From an optimization exercise on the open Yosys and OpenROAD flow, aimed at small area and a short achievable clock period; shortcuts taken in it are not production practice. Only simulation tests tie the RTL to the original design; equivalence was not proved. Power is estimated from default activity; no workload was simulated.

### flow/run.sh
#!/bin/bash
# synth_recipe.tcl (not shown) runs the flow's synth.tcl, then flattens the netlist and writes it again
# the make line also repeats each setting of config.mk as NAME=value (left out here)
make -C /OpenROAD-flow-scripts/flow DESIGN_CONFIG=/design/flow/config.mk WORK_HOME=/design/flow/orfs CLKGATE_MAP_FILE= SYNTH_SCRIPT=/design/flow/synth_recipe.tcl finish
### flow/config.mk
export PLATFORM = sky130hd
export DESIGN_NAME = Microprocessor
export DESIGN_NICKNAME = Microprocessor
export VERILOG_FILES = /design/flow/design.v
export SDC_FILE = /design/flow/constraint.sdc
export NUM_CORES = 4
export LEC_CHECK = 0
export CAP_MARGIN = 20
export CORE_MARGIN = 2
export CORE_UTILIZATION = 40
export SETUP_SLACK_MARGIN = 0.2
export SLEW_MARGIN = 30
### flow/constraint.sdc
create_clock -name core_clock -period 15.0 [get_ports {clk}]
set_input_delay 3.0000 -clock core_clock [delete_from_list [all_inputs] [get_ports {clk}]]
set_output_delay 3.0000 -clock core_clock [all_outputs]
set_load 0.01 [all_outputs]
### flow/design.v
`timescale 1ns / 1ps
module Program_Counter
    #
    (
        parameter ADDRESS_SIZE = 32
    )
    (
        input logic [ADDRESS_SIZE-1:0] in,
        output logic [ADDRESS_SIZE-1:0] out,
        input wire clk,
        input wire rst
    );
    always @(posedge clk) begin
        if(rst)
            out <= 0;
        else
            out <= in;
    end
endmodule
`timescale 1ns / 1ps
module ALU
    #
    (
    parameter WORD = 32,
    parameter FUNCTIONS_NUM = 16,
    localparam ADD = 4'h0,
    localparam SUBTRACT = 4'h8,
    localparam XOR = 4'h4,
    localparam OR = 4'h6,
    localparam AND = 4'h7,
    localparam LEFT_SHIFT = 4'h1,
    localparam RIGHT_SHIFT_LOGIC = 4'h5,
    localparam RIGHT_SHIFT_ARITH = 4'hC,
    localparam SET_LESS_THAN = 4'h2,
    localparam SET_LESS_THAN_U = 4'h3
    )
    (
    input logic [WORD-1:0]   A_in,
    input logic [WORD-1:0]   B_in,
    input logic [$clog2(FUNCTIONS_NUM)-1:0] Function_select,
    output logic [WORD-1:0]  Result,
    output logic branch
    );
    always_comb begin
        case(Function_select)
            ADD: Result = A_in + B_in;
            SUBTRACT: Result = A_in - B_in;
            XOR: Result = A_in ^ B_in;
            OR: Result = A_in | B_in;
            AND: Result = A_in & B_in;
            LEFT_SHIFT: Result = A_in << B_in;
            RIGHT_SHIFT_LOGIC: Result = A_in >> B_in;
            RIGHT_SHIFT_ARITH: Result = A_in >>> B_in;
            SET_LESS_THAN: Result = ($signed(A_in) < $signed(B_in)) ? 1 : 0;
            SET_LESS_THAN_U: Result = (A_in < B_in) ? 1 : 0;
            default: Result = 32'h0;
        endcase
        case(Function_select)
            3'h0: branch = (A_in == B_in) ? 1'b1 : 1'b0;
            3'h1: branch = (A_in != B_in) ? 1'b1 : 1'b0;
            3'h4: branch = (A_in < B_in) ? 1'b1 : 1'b0;
            3'h5: branch = (A_in >= B_in) ? 1'b1 : 1'b0;
            3'h6: branch = (A_in < B_in) ? 1'b1 : 1'b0;
            3'h7: branch = (A_in >= B_in) ? 1'b1 : 1'b0;
            default: branch = 1'b0;
        endcase
    end
endmodule
`timescale 1ns / 1ps
module Register_File
#
(
    parameter WORD = 32,
    parameter REGISTER_NUMBER = 32
)
(
    input logic [WORD-1:0] data_in,  
    input logic [$clog2(REGISTER_NUMBER)-1:0] readA_select,  
    input logic [$clog2(REGISTER_NUMBER)-1:0] readB_select,  
    input logic [$clog2(REGISTER_NUMBER)-1:0] write_select,  
    input logic write_enable,  
    input logic reset,  
    input wire clk,  
    output logic [WORD-1:0] dataA_out,  
    output logic [WORD-1:0] dataB_out  
);
logic [REGISTER_NUMBER-1:0][WORD-1:0] registers;
always_comb begin
    dataA_out = registers[readA_select];  
    dataB_out = registers[readB_select];
end
always @(posedge clk) begin
    if(reset) begin
        for(int i = 0; i < REGISTER_NUMBER; i++)
            registers[i] <= 32'h0;
    end
    else begin
        if(write_enable && (write_select != 5'h0)) begin
            registers[write_select] <= data_in;
        end
    end
end
endmodule
`timescale 1ns / 1ps
module Memory_Interface
    #
    (
        localparam WORD = 32,
        localparam ADDRESS_SIZE = 32,
        localparam HALF = 16,
        localparam BYTE = 8,
        localparam LATENCY = 2,
        localparam WORD_SELECT = 2,
        localparam HALF_SELECT = 1,
        localparam BYTE_SELECT = 0,
        localparam SIGNED_EXTEND = 1'b0,
        localparam UNSIGNED_EXTEND = 1'b1
    )
    ( 
        input logic [ADDRESS_SIZE-1:0] address,
        input logic [WORD-1:0] data_in,
        output logic [WORD-1:0] data_out,
        input wire clk,
        input logic enable,
        input logic write_en,
        input logic [1:0] size_select,
        input logic extension_mode,
        output logic exception,
        output logic bram_en,
        output logic [3:0] bram_we,
        output logic [12:0] bram_addr,
        output logic [WORD-1:0] bram_din,
        input logic [WORD-1:0] bram_dout
    );
    logic [WORD-1:0] data_read;
    logic [WORD-1:0] data_write;
    logic [$clog2((WORD/BYTE))-1:0] byte_address_0, byte_address_1, byte_address_2;
    always_comb byte_address_0 = address[$clog2((WORD/BYTE))-1:0];
   logic [1:0] read_size_0, read_size_1, read_size_2;
   always_comb read_size_0 = size_select;
    always @(posedge clk) begin
        byte_address_1 <= byte_address_0;
        byte_address_2 <= byte_address_1;
        read_size_1 <= read_size_0;
        read_size_2 <= read_size_1;
    end
    logic [(WORD/BYTE)-1:0] byte_wr_en;
    always_comb begin
    if(write_en) begin  
       case(size_select)
            WORD_SELECT: byte_wr_en = 4'b1111;
            HALF_SELECT: if(byte_address_0 == 2'b00)  
                                byte_wr_en = 4'b0011;
                         else if(byte_address_0 == 2'b10)  
                                byte_wr_en = 4'b1100;
                         else begin
                                byte_wr_en = 4'b0000;  
                         end
            BYTE_SELECT: byte_wr_en = 4'b0001 << byte_address_0;
            default: byte_wr_en = 4'b0000;
       endcase
    end
    else  
        byte_wr_en = 4'b0000;            
    end
    always_comb begin
    data_write = 0;
    data_out = 0;
    if(write_en) begin
        case(size_select)
            WORD_SELECT: data_write = data_in;
            HALF_SELECT: data_write = data_in[HALF-1:0] << BYTE*byte_address_0; 
            BYTE_SELECT: data_write = data_in[BYTE-1:0] << BYTE*byte_address_0;
        endcase
    end
    else
        case(read_size_2)
            WORD_SELECT: data_out = data_read;
            HALF_SELECT: case(byte_address_2)
                            2'b00: data_out =  extension_mode == SIGNED_EXTEND ? WORD'(signed'(data_read[HALF-1:0])) :  data_read[HALF-1:0];
                            2'b10: data_out =  extension_mode == SIGNED_EXTEND ? WORD'(signed'(data_read[WORD-1:HALF])) :  data_read[WORD-1:HALF]; 
                          endcase 
            BYTE_SELECT:  case(byte_address_2)
                            2'b00: data_out =  extension_mode == SIGNED_EXTEND ? WORD'(signed'(data_read[BYTE-1:0])) :  data_read[BYTE-1:0];
                            2'b01: data_out =  extension_mode == SIGNED_EXTEND ? WORD'(signed'(data_read[HALF-1:BYTE])) :  data_read[HALF-1:BYTE];
                            2'b10: data_out =  extension_mode == SIGNED_EXTEND ? WORD'(signed'(data_read[HALF+BYTE-1:HALF])) :  data_read[HALF+BYTE-1:HALF]; 
                            2'b11: data_out =  extension_mode == SIGNED_EXTEND ? WORD'(signed'(data_read[WORD-1:WORD-BYTE])) :  data_read[WORD-1:WORD-BYTE];    
                          endcase         
        endcase
    end
    always_comb exception = 1'b0;
    always_comb begin
        bram_en = enable;
        bram_we = byte_wr_en;
        bram_addr = address[14:2];
        bram_din = data_write;
        data_read = bram_dout;
    end
endmodule
`timescale 1ns / 1ps
module Control_Unit
    #
    (
        localparam INSTRUCTION_SIZE = 32,
        localparam WORD = 32,
        localparam ALU_FUNC_NUM = 16,
        localparam RR_ARITH_OPCODE = 7'b0110011,
        localparam RI_ARITH_OPCODE = 7'b0010011,
        localparam LOAD_OPCODE = 7'b0000011,
        localparam END_LOAD_OPCODE = 7'b0000111,
        localparam STORE_OPCODE = 7'b0100011,
        localparam BRANCH_OPCODE = 7'b1100011,
        localparam JUMP_LINK_OPCODE = 7'b1101111,
        localparam JUMP_LINK_REG_OPCODE = 7'b1100111,
        localparam LOAD_UPPER_OPCODE = 7'b0110111,
        localparam ADD_UPPER_OPCODE = 7'b0010111,
        localparam WAIT_OPCODE = 7'b0000000,
        localparam LATENCY = 2
    )
    (
        input logic [INSTRUCTION_SIZE-1:0] instruction,
        output logic [WORD-1:0] immediate,
        output logic [2:0] pc_select,
        output logic [$clog2(ALU_FUNC_NUM)-1:0] ALU_function,
        output logic ALU_select,
        output logic [2:0] reg_in_select,
        output logic reg_wr_en,
        output logic reg_reset,
        output logic mem_en,
        output logic mem_wr_en,
        output logic [1:0] mem_size_sel,
        output logic mem_extension_mode,
        input wire clk,
        input wire rst
    );
    logic wait_flag;
    logic [1:0] wait_;
    logic [6:0] opcode;
    always @(posedge clk) begin
        if(rst)
            wait_ <= 0;
        else if(wait_flag)
            wait_ <= wait_ + 1'b1;
        else
            wait_ <= 0;
    end
    always_comb begin
    wait_flag = 0;
    if(wait_ <= 0)  
        opcode = instruction[6:0];
    else if(wait_ < LATENCY)  
        opcode = WAIT_OPCODE;
    else   
        opcode = END_LOAD_OPCODE;
    case(opcode)  
        RR_ARITH_OPCODE: begin  
                                immediate = instruction[31:20];
                                pc_select = 0;
                                ALU_select = 0;
                                ALU_function[2:0] = instruction[14:12];  
                                ALU_function[3] = instruction[30];  
                                reg_in_select = 0; 
                                reg_wr_en = 1;
                                mem_en = 1;
                                mem_wr_en = 0;
                                mem_size_sel = 0;  
                                mem_extension_mode = 0;
                                wait_flag = 0;
                                reg_reset = 0;
                         end
        RI_ARITH_OPCODE: begin  
                                immediate = (instruction[14:12] == 3'h5 || instruction[14:12] == 3'h1) ? instruction[23:20] : instruction[31:20];
                                pc_select = 0;
                                ALU_select = 1;
                                ALU_function[2:0] = instruction[14:12];  
                                ALU_function[3] = (instruction[14:12] == 3'h5 || instruction[14:12] == 3'h1) ? instruction[30] : 1'b0;  
                                reg_in_select = 0; 
                                reg_wr_en = 1;
                                reg_reset = 0;
                                mem_en = 1;
                                mem_wr_en = 0;
                                mem_size_sel = 0;  
                                mem_extension_mode = 0;
                         end
        BRANCH_OPCODE:   begin  
                                immediate = (instruction[14] && instruction [13]) ? {instruction[31], instruction[7], instruction[30:25], instruction[11:6], 1'b0} : WORD'(signed'({instruction[31], instruction[7], instruction[30:25], instruction[11:8], 1'b0}));
                                pc_select = 1;
                                ALU_select = 0;
                                ALU_function[2:0] = instruction[14:12];  
                                ALU_function[3] = (instruction[14:12] == 3'h5 || instruction[14:12] == 3'h1) ? instruction[30] : 1'b0;  
                                reg_in_select = 0; 
                                reg_wr_en = 0;
                                reg_reset = 0;
                                mem_en = 1;
                                mem_wr_en = 0;
                                mem_size_sel = 0;  
                                mem_extension_mode = 0;
                         end
       JUMP_LINK_OPCODE: begin  
                                immediate = {instruction[31], instruction[19:12], instruction[20], instruction[30:21], 1'b0};
                                pc_select = 2;
                                ALU_select = 0;
                                ALU_function[2:0] = instruction[14:12];  
                                ALU_function[3] = instruction[30];  
                                reg_in_select = 3; 
                                reg_wr_en = 1;
                                reg_reset = 0;
                                mem_en = 1;
                                mem_wr_en = 0;
                                mem_size_sel = 0;  
                                mem_extension_mode = 0;
                         end
       JUMP_LINK_REG_OPCODE: begin  
                                immediate = instruction[31:20];
                                pc_select = 3;
                                ALU_select = 0;
                                ALU_function[2:0] = instruction[14:12];  
                                ALU_function[3] = instruction[30];  
                                reg_in_select = 2; 
                                reg_wr_en = 1;
                                reg_reset = 0;
                                mem_en = 1;
                                mem_wr_en = 0;
                                mem_size_sel = 0;  
                                mem_extension_mode = 0;
                         end
       LOAD_UPPER_OPCODE:  begin  
                                immediate = instruction[31:12];
                                pc_select = 0;
                                ALU_select = 0;
                                ALU_function[2:0] = instruction[14:12];  
                                ALU_function[3] = instruction[30];  
                                reg_in_select = 3; 
                                reg_wr_en = 1;
                                reg_reset = 0;
                                mem_en = 1;
                                mem_wr_en = 0;
                                mem_size_sel = 0;  
                                mem_extension_mode = 0;
                         end
       ADD_UPPER_OPCODE: begin  
                                immediate = instruction[31:20];
                                pc_select = 4;
                                ALU_select = 0;
                                ALU_function[2:0] = instruction[14:12];  
                                ALU_function[3] = instruction[30];  
                                reg_in_select = 4; 
                                reg_wr_en = 1;
                                reg_reset = 0;
                                mem_en = 1;
                                mem_wr_en = 0;
                                mem_size_sel = 0;  
                                mem_extension_mode = 0;
                         end 
       STORE_OPCODE: begin  
                                mem_en = 1;
                                mem_wr_en = 1;
                                mem_size_sel = instruction[13:12];  
                                mem_extension_mode = 0;
                                immediate = {instruction[31:25], instruction[11:7]};
                                pc_select = 0;
                                ALU_select = 0;
                                ALU_function[2:0] = instruction[14:12];  
                                ALU_function[3] = instruction[30];  
                                reg_in_select = 0; 
                                reg_wr_en = 0;
                                reg_reset = 0;
                         end
       LOAD_OPCODE: begin  
                                mem_en = 1;
                                mem_wr_en = 0;
                                mem_size_sel = instruction[13:12];  
                                mem_extension_mode = instruction[14];
                                immediate = instruction[31:20];
                                pc_select = 5;
                                ALU_select = 1;
                                ALU_function = 4'h0;  
                                reg_in_select = 1; 
                                reg_wr_en = 0;
                                reg_reset = 0;
                                wait_flag = 1;
                         end
       END_LOAD_OPCODE: begin  
                                mem_en = 1;
                                mem_wr_en = 0;
                                mem_size_sel = instruction[13:12];  
                                mem_extension_mode = instruction[14];
                                immediate = instruction[31:20];
                                pc_select = 0;
                                ALU_select = 0;
                                ALU_function[2:0] = instruction[14:12];  
                                ALU_function[3] = instruction[30];  
                                reg_in_select = 1; 
                                reg_wr_en = 1;
                                wait_flag = 0;
                                reg_reset = 0;
                         end
       WAIT_OPCODE:      begin
                                mem_en = 1;
                                mem_wr_en = 0;
                                mem_size_sel = 0;  
                                mem_extension_mode = 0;
                                immediate = instruction[31:20];
                                pc_select = 5;
                                ALU_select = 0;
                                ALU_function[2:0] = instruction[14:12];
                                ALU_function[3] = instruction[30];
                                reg_in_select = 0; 
                                reg_wr_en = 0;
                                wait_flag = 1;
                                reg_reset = 0;
                         end
       default:          begin  
                                mem_en = 1;
                                mem_wr_en = 0;
                                mem_size_sel = 0;  
                                mem_extension_mode = 0;
                                immediate = instruction[31:20];
                                pc_select = 0;
                                ALU_select = 0;
                                ALU_function[2:0] = instruction[14:12];
                                ALU_function[3] = instruction[30];
                                reg_in_select = 0; 
                                reg_wr_en = 0;
                                wait_flag = 0;
                                reg_reset = 1;
                         end      
    endcase  
    end
endmodule
`timescale 1ns / 1ps
module Microprocessor
    #
    (
        localparam WORD = 32,
        localparam ADDRESS = 32,
        localparam FUNC_SEL = $clog2(16),
        localparam REGISTER_NUMBER = 32,
        localparam REG_SEL = $clog2(REGISTER_NUMBER)
    )
    (
        input wire clk,
        input wire rst,
        output logic [WORD-1:0] imem_addr,
        input logic [WORD-1:0] imem_data,
        output logic dmem_en,
        output logic [3:0] dmem_we,
        output logic [12:0] dmem_addr,
        output logic [WORD-1:0] dmem_wdata,
        input logic [WORD-1:0] dmem_rdata,
        output logic [WORD-1:0] register_in,
        output logic [WORD-1:0] pc,
        output logic reg_wr,
        output logic [REG_SEL-1:0] reg_wr_sel
    );
   logic [WORD-1:0] PC_in;
   logic [WORD-1:0] PC_out;
   logic [WORD-1:0] PC_inc;
   Program_Counter PC(.in(PC_in),
                      .out(PC_out),
                      .clk(clk),
                      .rst(rst));
   logic [WORD-1:0] Instruction;
   always_comb begin
        imem_addr = PC_out;
        Instruction = imem_data;
   end
    logic [WORD-1:0] ALU_A;
    logic [WORD-1:0] ALU_B;
    logic [WORD-1:0] ALU_out;
    logic ALU_branch;
    logic [FUNC_SEL-1:0] ALU_sel;
    ALU ALU(.A_in(ALU_A),
            .B_in(ALU_B),
            .Result(ALU_out),
            .branch(ALU_branch),
            .Function_select(ALU_sel));
    logic [WORD-1:0] Reg_A;
    logic [WORD-1:0] Reg_B;
    logic [WORD-1:0] Reg_in;
    logic Reg_wr_en;
    logic Reg_reset;
    Register_File Reg_file(.dataA_out(Reg_A),
                           .readA_select(Instruction[19:15]),
                           .dataB_out(Reg_B),
                           .readB_select(Instruction[24:20]),
                           .data_in(Reg_in),
                           .write_select(Instruction[11:7]),
                           .write_enable(Reg_wr_en),
                           .reset(Reg_reset),
                           .clk(clk));
   logic [WORD-1:0] RAM_out;
   logic RAM_en;
   logic RAM_wr_en;
   logic [1:0] RAM_size_sel;
   logic RAM_extension;
   Memory_Interface RAM(.address(ALU_out),
                        .data_in(Reg_B),
                        .data_out(RAM_out),
                        .enable(RAM_en),
                        .write_en(RAM_wr_en),
                        .size_select(RAM_size_sel),
                        .extension_mode(RAM_extension),
                        .exception(),
                        .bram_en(dmem_en),
                        .bram_we(dmem_we),
                        .bram_addr(dmem_addr),
                        .bram_din(dmem_wdata),
                        .bram_dout(dmem_rdata),
                        .clk(clk));
   logic [WORD-1:0] imm;
   logic [2:0] PC_ctrl;
   logic [2:0] Reg_in_ctrl;
   logic ALU_in_ctrl;
   Control_Unit Control(.instruction(Instruction),
                         .immediate(imm),
                         .pc_select(PC_ctrl),
                         .ALU_function(ALU_sel),
                         .ALU_select(ALU_in_ctrl),
                         .reg_in_select(Reg_in_ctrl),
                         .reg_wr_en(Reg_wr_en),
                         .reg_reset(Reg_reset),
                         .mem_en(RAM_en),
                         .mem_wr_en(RAM_wr_en),
                         .mem_size_sel(RAM_size_sel),
                         .mem_extension_mode(RAM_extension),
                         .clk(clk),
                         .rst(rst));
   always_comb begin
        PC_inc = PC_out + 32'h4;
        case(PC_ctrl)
            default:  PC_in = PC_inc;  
            1: begin
                    if(ALU_branch)
                      PC_in = PC_out + imm;
                    else
                      PC_in = PC_inc; 
               end
            2:  PC_in = PC_out + imm;  
            3:  PC_in = Reg_A + imm;  
            4:  PC_in = PC_out + (imm << 12);  
            5:  PC_in = PC_out;  
        endcase
   end
   always_comb begin
        ALU_A = Reg_A;  
        case(ALU_in_ctrl)
            0:       ALU_B = Reg_B;  
            default: ALU_B = imm;  
        endcase
   end
   always_comb begin
        case(Reg_in_ctrl)
            default: Reg_in = ALU_out;  
            1:       Reg_in = RAM_out;  
            2:       Reg_in = PC_inc;   
            3:       Reg_in = imm << 12;  
            4:       Reg_in = PC_out + (imm << 12);  
        endcase
   end
   always @(posedge clk) begin
        register_in <= Reg_in;
        pc <= PC_out;
        reg_wr <= Reg_wr_en && !Reg_reset && (Instruction[11:7] != 5'h0);
        reg_wr_sel <= Instruction[11:7];
   end
endmodule
==> summary.txt <==
-- power groups by stage --
stage / combinational [mW] / clock [mW] / sequential (mW)
detailed placement: 1.30 / 0 / 3.12
global placement: 1.28 / 0 / 3.12
global route: 1.40 / 3.56 / 3.05
finish: 1.37 / 3.42 / 3.05
CTS: 1.31 / 3.44 / 3.05
floorplan: 0.749 / 0 / 3.12
-- cell families after synthesis --
family	count (synthesis)	synth area share (%)
simple gates	2540	16.0
xor+xnor	112	1.36
flops	1136	31.6
fa+ha+maj	185	3.27
compound gates	2661	23.0
mux	980	18.5
other cells	1	0.00522
buf+inv	996	6.21
-- per-stage QoR --
step / cell area, um^2 / hold slack, ps / total power, mW / setup slack (ps) / util [%]
after global placement: 76200 / 312 / 4.40 / 340 / 42.7
after global routing: 81100 / 339 / 8.01 / 425 / 45.5
after detailed placement: 76500 / 314 / 4.42 / 681 / 42.9
after CTS: 81000 / 328 / 7.80 / 658 / 45.4
after floorplan: 71900 / 310 / 3.87 / 3110 / -
final: 81200 / 326 / 7.85 / 617 / 45.5
-- worst reg2reg max path, cell delays in order, from the launching register on --
cell and delay (ps):
dfxtp_1 330, inv_1 60, ha_1 440, nand3_1 770
or3_1 920, a31o_2 370, o41ai_4 70, inv_4 50
buf_4 350, ha_1 390, fa_1 530, a21o_1 210
a21oi_1 370, o21ai_0 330, a311oi_1 600, o21ai_0 340
a311oi_1 330, buf_4 200, o31ai_1 110, xnor2_1 170
nor2_1 60, or4_1 850, a21oi_4 710, buf_16 270
a21oi_1 90
-- area by class of cell --
type                    count  share of cell area [%]
flip-flops and latches   1136                    28.0
repair buffers            527                    6.00
clock buffers             180                    4.61
diodes                     12                  0.0370
clock inverters            56                   0.951
multi-input cells        6479                    56.0
inverters                 154                   0.715
well taps                2355                    3.63
-- how the worst max path moves through the flow --
stage | from | end | slack [ps]
floorplan | imem_data[20] | dmem_wdata[22] | 3110
global placement | imem_data[20] | dmem_wdata[22] | 340
detailed placement | imem_data[20] | dmem_wdata[19] | 680
CTS | imem_data[20] | dmem_wdata[19] | 660
global route | imem_data[20] | dmem_wdata[19] | 420
finish | imem_data[20] | dmem_wdata[19] | 620
-- placed cells by master (no fill, tap or decap), types with 253 or more instances in the layout --
master   instances
dfxtp_1       1136
nand2_1        924
a21oi_1        816
o21ai_0        747
mux2i_1        667
nor2_1         635
nand3_1        342
a22oi_1        292
buf_4          279
mux4_2         253
-- layer usage --
| layer | vias to the layer above | routed length [um] | GRT usage (%) |
|---|---|---|---|
| met5 | - | 129 | 0 |
| met4 | 18 | 30900 | 26.8 |
| met3 | 1347 | 45600 | 11.1 |
| met2 | 5263 | 152000 | 55.9 |
| met1 | 35529 | 136000 | 47.7 |
| li1 | 31333 | - | - |
-- state kept, by name, indices dropped and copies added (netlist names) --
signal              flops
Control.wait_           2
PC.out                 32
RAM.byte_address_1      2
RAM.byte_address_2      2
RAM.read_size_1         2
RAM.read_size_2         2
Reg_file.registers   1024
pc                     32
reg_wr                  1
reg_wr_sel              5
register_in            32
-- timing repair --
| item | 4_1_cts | 5_1_grt |
|---|---|---|
| setup endpoints to repair | 0 | 2 |
| setup buffers | 0 | 0 |
| hold endpoints to repair | 0 | 0 |
| resized for setup | 0 | 1 |
==> flow_summary.yaml <==
floorplan:
  core_area_mm2: 0.178
  fp.dieW_um: 428
  dieArea_mm2: 0.183
  placementRows: 155
  fp.dieH_um: 428
  pin_count: 218
  initial_core_util_pct: 40.3
timing:
  skew_ps: 44.3
  hold_viol: 0
  tightest_slew_ps: 1160
  fin_crit_ps: 14380
  rsz0062_at_grt: "no"
  tns_ps: 0
  period_share_pct: 95.9
  finalSetupViolCount: 0
  fmax_ghz: 0.0695
  slew_headroom_pct: 22.3
  drv_slew: 0
yosys:
  yosys.area.top_type: "dfxtp_1"
  synthesis.area_mm2: 0.0719
  synth_top_area_share_pct: 31.6
  syn_nets: 8862
  synth_area_leaders: "dfxtp_1 32%, mux2i_1 9.3%, mux4_2 7.9%"
  async_flop_share_pct: 0
  yosys_warnings: 6
  seq_area_frac_synth_pct: 31.6
  syn_avg_cell_area_um2: 8.35
  synth_ff_type: "dfxtp_1"
  synth.top_cells.by_count: "1,136 x dfxtp_1, 935 x nand2_1, 824 x a21oi_1, 751 x o21ai_0, 674 x nor2_1"
  synth.most_common_cell: "dfxtp_1"
  ys_ff_latch: 1136
  ys_types: 114
  synth_edf_count: 0
  synth_cells: 8611
power_and_ir_drop:
  p_per_area_mw_per_mm2: 96.7
  p_sw_share_pct: 30.9
  power_frac_comb_pct: 17.5
  ir_drop_v: 0.0000795
  pwr-share-seq_pct: 38.9
  p_switching_mw: 2.43
  p_leak_nw: 30.8
  p_clk_share_pct: 43.6
  internal_power_mw: 5.42
grt:
  grt_pass1_vias: 68195
  grt_util_all_layers_pct: 38.0
  overflow: 0
  grt_antenna_before_repair: 28
  grt_pass1_wl_um: 510000
  grt_max_degree: 195
setup_path:
  cp.depth: 21
  crit_buf_inv: 7
  crit_required_ps: 12000
  path_max_fanout: 59
  r2r_end: "Reg_file.registers[214]"
  cp_cell_sequence: "buf_8, buf_4, buf_6, mux2i_1, a22oi_1, a21oi_1, nor4_1, buf_4, nand2_1, ha_1, inv_1, nor2_1, nand4_1, buf_4, o31ai_1, nor3b_1, a211oi_2, nand2b_1, or3_1, o32ai_1, clkdlybuf4s50_1"
  worstPathArrival_ps: 11380
  crit_path_end_kind: "primary output"
  crit_path_top_delay_cell: "nor4_1"
  r2r_cells: 24
  max_stage_delay_ps: 920
  worst_r2r_startpoint: "Control.wait_[1]"
  path_common_cell: "buf_4"
  critPathTopFamily: "buffers and inverters"
  critPathKind: "primary input to primary output"
  r2r_slack_ps: 5910
  start_kind: "primary input"
detailed_routing:
  routed_via_density: 6.74
  vias: 73490
  drtPass1Iterations: 7
  drt_iter0_markers: 11286
  wl_per_cell_um: 33.4
  ant_nets: 0
  drc: 0
  finalWirelength_um: 364000
final_layout:
  fill_cells: 17358
  multiInputGateArea_mm2: 0.0455
  register_area_mm2: 0.0227
  drive_gt1_share_pct: 12.4
  final_cell_count_no_fill: 10899
  num-nets-final: 8682
  area_growth_pct: 12.9
clock_network:
  numCtsBuffers: 133
  clk_latency_ps: 830
  cts.htree.levels: 4
  hold_buffers: 0
  cts_sinks: 1136
  cts_tree: "built"
  clk_path_buf_depth: 3
  cts.clk_slew.worst_paths_ps: 60
  clockRootBuffer: "clkbuf_16"
placement:
  gp_congestion: 1.06
  dp_hpwl_um: 244000
  dp.cells: 10647
  io_buffer_count: 216
min_path:
  min_path_type: "register to register"
  hold_depth: 0
  hp-start: "RAM.read_size_1[0]"
  hold_end: "RAM.read_size_2[0]"
flow_run:
  drv_cap: 0
run_status:
  outcome: "no timing/DRC/antenna violations"

## afterwards: timing with drivers on the ports
How much do the figures lean on ideal ports? The routed layout below was timed once more, with nothing changed but the port constraints.
Step 1: set_driving_cell puts a clkbuf_16 on clk and a buf_2 on each other input, an assumption about the parent block.
Step 2, shift: input delay + t, output delay - t, t = (earliest + latest rising clock arrival at the registers) / 2. This alone moves slack from input paths to output paths.
Slacks: ideal / step 1 / step 2; pairs: ideal / step 1.
shift t [ns]: 0.897
setup slack, ns: 0.617 / 0.565 / 0.565
worst register clock-pin slew, ns: 0.07 / 0.07
After both steps this run still meets setup and hold. The setup slack of this run moves by -0.052 ns with the drivers and by -0.052 ns with both steps.
